Background: an optimization exercise with open tools, aiming at small area. Do not read the settings as production practice. In this exercise RTL edits were held to simulation tests only and were not proved equivalent to the original. Power figures rest on the tool's default switching activity, not on a simulated workload.

// pwm_in_button
module pwm_in_button (clk, rst, increase_duty_bt, decrease_duty_bt, increase_freq_bt, decrease_freq_bt, pwm_out);
export LEC_CHECK = 0
export CAP_MARGIN = 0
export CORE_MARGIN = 2
export CORE_UTILIZATION = 40
export SLEW_MARGIN = 0
create_clock -name core_clock -period 5.0 [get_ports {clk}]
standard.sh (not shown) runs the stock make flow with config.mk's settings and CLKGATE_MAP_FILE= SYNTH_SCRIPT=/design/flow/synth_recipe.tcl, a recipe that flattens the netlist after the stock synthesis.
==> flow/flow/run.sh <==
#!/bin/bash
# Own layout flow: the standard synthesis, then an area-oriented re-mapping of
# its combinational logic (flip-flops kept as the standard synthesis made them,
# and the result proven equal to it), then the standard layout steps with the
# smallest port buffers and a clock tree without dummy loads.
set -euo pipefail
W=$(pwd)
F=$W/flow
R=$W/orfs/results/$FLOW_PLATFORM/pwm_in_button/base
LIB=$FLOW_HOME/platforms/$FLOW_PLATFORM/lib/sky130_fd_sc_hd__tt_025C_1v80.lib

# 1. standard synthesis
bash standard.sh synth > $W/log_synth.txt 2>&1
cp $R/1_2_yosys.v $W/netlist_standard.v

# 2. re-map the combinational logic for area
if RESYN_LIB=$LIB RESYN_IN=$W/netlist_standard.v RESYN_OUT=$W/netlist_resyn.v \
     RESYN_DONT_USE="$(cat $F/dont_use.txt)" yosys -c $F/resyn.tcl > $W/log_resyn.txt 2>&1 \
   && bash $F/equiv.sh $LIB $W/netlist_standard.v $W/netlist_resyn.v $W/log_equiv.txt; then
  echo "re-mapped netlist proven equal; using it" > $W/log_choice.txt
  cp $W/netlist_resyn.v $R/1_2_yosys.v
  rm -f $R/1_synth.odb $R/1_synth.sdc
  bash standard.sh synth > $W/log_synth_odb.txt 2>&1
else
  echo "re-mapping failed or not proven; keeping the standard netlist" > $W/log_choice.txt
fi

# 3. the standard layout steps
bash standard.sh \
  "BUFFER_PORTS_ARGS=-buffer_cell sky130_fd_sc_hd__buf_1" \
  "CTS_ARGS=-sink_clustering_enable -repair_clock_nets -dont_use_dummy_load -sink_clustering_size 60 -sink_clustering_max_diameter 500 -buf_list sky130_fd_sc_hd__clkbuf_8" \
  finish > $W/log_layout.txt 2>&1
==> flow/flow/resyn.tcl <==
# Re-map the combinational logic of the standard synthesis netlist for area.
# Registers (and every other sequential or tie cell) are kept exactly as the
# standard synthesis made them, with their instance names.
yosys -import
set lib $::env(RESYN_LIB)
set in  $::env(RESYN_IN)
set out $::env(RESYN_OUT)
set dont_use {}
foreach c $::env(RESYN_DONT_USE) { lappend dont_use -dont_use $c }

read_liberty -ignore_miss_func $lib
read_verilog $in
hierarchy -top pwm_in_button
blackbox sky130_fd_sc_hd__df* sky130_fd_sc_hd__dl* sky130_fd_sc_hd__sdf* sky130_fd_sc_hd__edf* sky130_fd_sc_hd__conb*
flatten
hierarchy -top pwm_in_button
opt -purge
abc -script "+strash;&get,-n;&dch,-f;&nf,-R,1000;&put;strash;&get,-n;&dch,-f;&nf,-R,1000;&put" -liberty $lib {*}$dont_use
opt_clean -purge
hilomap -singleton -hicell sky130_fd_sc_hd__conb_1 HI -locell sky130_fd_sc_hd__conb_1 LO
yosys rename -hide w:*.*
opt_clean -purge
read_liberty -lib -ignore_miss_func $lib
check -assert
stat -liberty $lib
write_verilog -noattr -noexpr -nohex -nodec $out
Other scripts of this flow, unchanged in this note and not shown: flow/flow/cut.py, flow/flow/dont_use.txt, flow/flow/equiv.sh
Next try:
==> flow/flow/run.sh (replaced) <==
#!/bin/bash
# Own layout flow: the standard synthesis, then an area-oriented re-mapping of
# its combinational logic (flip-flops kept as the standard synthesis made them,
# and the result proven equal to it), then the standard layout steps with the
# smallest port buffers and a clock tree without dummy loads.
set -euo pipefail
W=$(pwd)
F=$W/flow
R=$W/orfs/results/$FLOW_PLATFORM/pwm_in_button/base
LIB=$FLOW_HOME/platforms/$FLOW_PLATFORM/lib/sky130_fd_sc_hd__tt_025C_1v80.lib

# 1. standard synthesis
bash standard.sh synth > $W/log_synth.txt 2>&1
cp $R/1_2_yosys.v $W/netlist_standard.v

# 2. re-map the combinational logic for area: a few ABC scripts, keep the
#    smallest netlist that is proven equal to the standard one
NF='&dch,-f;&nf,-R,1000;&put'
SCRIPTS=("+strash;&get,-n;$NF;strash;&get,-n;$NF")
for s in 0 1 2 3 4 5 6 7; do
  SCRIPTS+=("+strash;&get,-n;&deepsyn,-J,50,-S,$s;$NF")
done
best=""; best_area=""
i=0
for scr in "${SCRIPTS[@]}"; do
  out=$W/netlist_resyn_$i.v
  if RESYN_LIB=$LIB RESYN_IN=$W/netlist_standard.v RESYN_OUT=$out RESYN_SCRIPT="$scr" \
       RESYN_DONT_USE="$(cat $F/dont_use.txt)" timeout 300 yosys -c $F/resyn.tcl > $W/log_resyn_$i.txt 2>&1; then
    a=$(awk '/Chip area/ {print $NF}' $out.stat)
    echo "candidate $i area $a script $scr" >> $W/log_choice.txt
    if [[ -z "$best_area" ]] || awk -v a="$a" -v b="$best_area" 'BEGIN{exit !(a < b)}'; then
      if bash $F/equiv.sh $LIB $W/netlist_standard.v $out $W/log_equiv_$i.txt; then
        best=$out; best_area=$a
      else
        echo "candidate $i not proven equal" >> $W/log_choice.txt
      fi
    fi
  else
    echo "candidate $i failed" >> $W/log_choice.txt
  fi
  i=$((i+1))
done
if [[ -n "$best" ]]; then
  echo "using $best ($best_area)" >> $W/log_choice.txt
  cp $best $R/1_2_yosys.v
  rm -f $R/1_synth.odb $R/1_synth.sdc
  bash standard.sh synth > $W/log_synth_odb.txt 2>&1
else
  echo "keeping the standard netlist" >> $W/log_choice.txt
fi

# 3. the standard layout steps
bash standard.sh \
  "BUFFER_PORTS_ARGS=-buffer_cell sky130_fd_sc_hd__buf_1" \
  "CTS_ARGS=-sink_clustering_enable -repair_clock_nets -dont_use_dummy_load -sink_clustering_size 60 -sink_clustering_max_diameter 500 -buf_list sky130_fd_sc_hd__clkbuf_4 -root_buf sky130_fd_sc_hd__clkbuf_8" \
  finish > $W/log_layout.txt 2>&1
--- a/flow/flow/resyn.tcl
+++ b/flow/flow/resyn.tcl
@@ -16,5 +16,5 @@
 hierarchy -top pwm_in_button
 opt -purge
-abc -script "+strash;&get,-n;&dch,-f;&nf,-R,1000;&put;strash;&get,-n;&dch,-f;&nf,-R,1000;&put" -liberty $lib {*}$dont_use
+abc -script $::env(RESYN_SCRIPT) -liberty $lib {*}$dont_use
 opt_clean -purge
 hilomap -singleton -hicell sky130_fd_sc_hd__conb_1 HI -locell sky130_fd_sc_hd__conb_1 LO
@@ -23,4 +23,4 @@
 read_liberty -lib -ignore_miss_func $lib
 check -assert
-stat -liberty $lib
+tee -o $out.stat stat -liberty $lib
 write_verilog -noattr -noexpr -nohex -nodec $out
- CORE_UTILIZATION: 40 -> 80
Outcome: Die area came out lower by 50%; routed wire length increases by 13%; sequential share of layout area increases by 3.1 points; register-to-register slack degrades by 1.1 ns; first-iteration DRC count climbs by 88%; area after synthesis shrinks by 4.0%; hold slack gains 0.018 ns.
Next try:
--- a/flow/flow/run.sh
+++ b/flow/flow/run.sh
@@ -53,4 +53,4 @@
 bash standard.sh \
   "BUFFER_PORTS_ARGS=-buffer_cell sky130_fd_sc_hd__buf_1" \
-  "CTS_ARGS=-sink_clustering_enable -repair_clock_nets -dont_use_dummy_load -sink_clustering_size 60 -sink_clustering_max_diameter 500 -buf_list sky130_fd_sc_hd__clkbuf_4 -root_buf sky130_fd_sc_hd__clkbuf_8" \
+  "CTS_ARGS=-sink_clustering_enable -repair_clock_nets -dont_use_dummy_load -sink_clustering_size 60 -sink_clustering_max_diameter 500 -buf_list sky130_fd_sc_hd__clkbuf_8" \
   finish > $W/log_layout.txt 2>&1
- CORE_UTILIZATION: 80 -> 40
=> Power increases by 0.47%. Core utilization goes down by 44 points. Via count went down by 11%. Critical path depth stays the same. Flip-flop and latch count does not change. Routed wire length goes down by 26%.

==> separate check: timing with driven ports <==
In the flow no input, the clock included, has a driving cell. The finished layouts below were timed again as built, in two steps. Step 1 assumes that a clkbuf_16 drives the clock port and a buf_2 every other input. Step 2 adds t to the input delays and takes it off the output delays; t is the mean of the earliest and latest rising clock arrival at the registers after step 1. Input paths then give back, and output paths get back, about the clock's delay inside the block. Three values: no drivers, after step 1, after step 2; two values: the first two.
| run | t, ns | slack for setup (ns) | worst setup path at the end | slew at the worst register clock pin (ns) | cell pins on the clock port's net |
|---|---|---|---|---|---|
| the first run | 0.319 | 1.836 / 1.810 / 2.129 | register to output | 0.09 / 0.09 | 1 |
| the second run | 0.322 | 0.371 / 0.344 / 0.666 | register to output | 0.09 / 0.09 | 1 |
| the third run | 0.325 | 0.487 / 0.461 / 0.786 | register to output | 0.10 / 0.10 | 1 |
After both steps setup and hold are still met in every run listed.
